Background: an optimization exercise with open tools, aiming at small area, a short achievable clock period and few clock cycles. Do not read the settings as production practice. In this exercise RTL edits were held to simulation tests only and were not proved equivalent to the original.

job 5883:
Design solver, start of the top module:
module solver (
    input  logic         clk,
    input  logic         resetN,
    input  logic         start_enable,
    input  logic [31:0]  seq1_in,
    input  logic [31:0]  seq2_in,
    input  logic [127:0] above_row_score,
    input  logic [127:0] left_col_score,
    input  logic [3:0]   tile_row,
    input  logic [3:0]   tile_col,
    output logic         solver_done,
    output logic [511:0] arrow_matrix,
    output logic [127:0] last_row_score,
    output logic [127:0] last_col_score,
    output logic [7:0]   max_score,
    output logic [7:0]   max_pos,
    output logic [3:0]   out_tile_row,
    output logic [3:0]   out_tile_col
);
clock: 22.0 ns
lec_check: 0
cap_margin: 20
core_margin: 2
core_utilization: 55
slew_margin: 20
synth_hierarchical: 1
standard.sh (not shown) runs the stock make flow with config.mk's settings and CLKGATE_MAP_FILE= SYNTH_SCRIPT=/design/flow/synth_recipe.tcl, a recipe that flattens the netlist after the stock synthesis.
==> flow/flow/run.sh <==
#!/bin/bash
# The standard layout (the standard.sh, unchanged synthesis) with two
# changes to how it is optimised:
#  - timing repair after CTS and global routing aims for 16 ns of setup
#    slack at the design's clock period, so it upsizes and buffers the
#    critical paths instead of stopping at 0 ns of slack;
set -o pipefail
export SETUP_SLACK_MARGIN=16
export BUFFER_PORTS_ARGS="-buffer_cell sky130_fd_sc_hd__buf_4"
bash standard.sh finish > standard.log 2>&1
Testbench counts of job 5883, summed over its fixed seeds: cycles 12,288.
Edits applied to the flow inputs when going from job 5883 to job 992:
# job 5883
export LEC_CHECK = 0
export CAP_MARGIN = 20
export CORE_MARGIN = 2
export CORE_UTILIZATION = 55
export SLEW_MARGIN = 20
export SYNTH_HIERARCHICAL = 1
create_clock -name core_clock -period 22.0 [get_ports {clk}]
# job 992
export LEC_CHECK = 0
export CAP_MARGIN = 20
export CORE_MARGIN = 2
export CORE_UTILIZATION = 65
export CTS_CLUSTER_DIAMETER = 100
export CTS_CLUSTER_SIZE = 20
export SLEW_MARGIN = 20
export SYNTH_HIERARCHICAL = 1
create_clock -name core_clock -period 22.0 [get_ports {clk}]
Findings:
Delta (job 992 minus job 5883): portion of the layout cell area used by non-clock buffers closely matched the old numbers; clock transition time at the flip-flop clock pins of the worst setup and hold paths increased by 20 ps relative to the old numbers; met3 track demand over resource in global routing increased by 5.2 points relative to the old numbers; die span in x decreased by about 8% relative to the old numbers. The final reports for job 992 and job 5883 show highest cell delay on the worst timing path higher in the former. Total CTS buffers, job 992 and job 5883, lower one = job 992. Compared to job 5883, job 992 shows a wider setup margin. Job 992: first-pass GRT wire length is 2.4% lower than what job 5883 reported. Total half-perimeter wirelength after legalization and detailed placement of job 992 falls short of that of job 5883 by a few percent.
The inputs of job 9897 differ from those of job 992 as listed below.
# job 992
export LEC_CHECK = 0
export CAP_MARGIN = 20
export CORE_MARGIN = 2
export CORE_UTILIZATION = 65
export CTS_CLUSTER_DIAMETER = 100
export CTS_CLUSTER_SIZE = 20
export SLEW_MARGIN = 20
export SYNTH_HIERARCHICAL = 1
create_clock -name core_clock -period 22.0 [get_ports {clk}]
# job 9897
export LEC_CHECK = 0
export CAP_MARGIN = 20
export CORE_MARGIN = 2
export CORE_UTILIZATION = 55
export CTS_CLUSTER_DIAMETER = 100
export CTS_CLUSTER_SIZE = 20
export SLEW_MARGIN = 20
export SYNTH_HIERARCHICAL = 1
create_clock -name core_clock -period 22.0 [get_ports {clk}]
Notes after the runs:
- Summary of job 9897 over job 992: setup slack up 16 ps; die area up about 18%; final core utilization down 11 points.
- Looking at initial antenna violation count, job 9897 sits above job 992.
- The logic depth of the worst setup path including buffers of job 9897 is higher than that of job 992.
- Job 9897: worst hold margin is 14 ps lower than what job 992 reported.
- Job 9897 vs. job 992: clock input transition at the sequential cells of the worst setup and hold paths has remained practically unchanged; fmax has remained practically unchanged; number of rows in the core area has increased.
Edits applied to the flow inputs when going from job 9897 to job 7571:
# job 9897
export LEC_CHECK = 0
export CAP_MARGIN = 20
export CORE_MARGIN = 2
export CORE_UTILIZATION = 55
export CTS_CLUSTER_DIAMETER = 100
export CTS_CLUSTER_SIZE = 20
export SLEW_MARGIN = 20
export SYNTH_HIERARCHICAL = 1
create_clock -name core_clock -period 22.0 [get_ports {clk}]
# job 7571
export LEC_CHECK = 0
export CAP_MARGIN = 20
export CORE_MARGIN = 2
export CORE_UTILIZATION = 40
export SLEW_MARGIN = 20
export SYNTH_HIERARCHICAL = 1
create_clock -name core_clock -period 22.0 [get_ports {clk}]
### Flow results
- Job 7571 against job 9897: sequential share of cell area lower, cell area after layout has increased, number of buffers added by the clock tree synthesis step increased 70, setup slack now smaller, detailed router's first-iteration violation count moved down.
- Compared to job 9897, the routing of job 7571 uses more wire.
- The portion of the clock cycle consumed by the worst path in the final layout of job 9897 and that of job 7571 are within noise of each other.

==> re-timing with driven ports <==
How much do the figures lean on ideal ports? The routed layouts below were timed once more, with nothing changed but the port constraints.
Step 1: set_driving_cell puts a clkbuf_16 on clk and a buf_2 on each other input, an assumption about the parent block.
Step 2 times the ports against the registers' clock, not the clock port: input delays grow and output delays shrink by t, the midpoint of the rising clock arrivals with the driver on.
Three values: ideal, step 1, step 2; two values: the first two.
run	t, ns	setup WS [ns]	latest minus earliest clock arrival (ns)
job 5883	0.914	15.971 / 15.871 / 15.309	0.037 / 0.038
job 992	0.813	15.989 / 15.891 / 15.326	0.044 / 0.044
job 9897	0.843	16.005 / 15.905 / 15.352	0.030 / 0.030
job 7571	0.943	15.989 / 15.881 / 15.401	0.051 / 0.051
After both steps setup and hold are still met in every run listed. The setup slack of job 992, which loses most, moves by -0.098 ns with the drivers and by -0.663 ns with both steps.
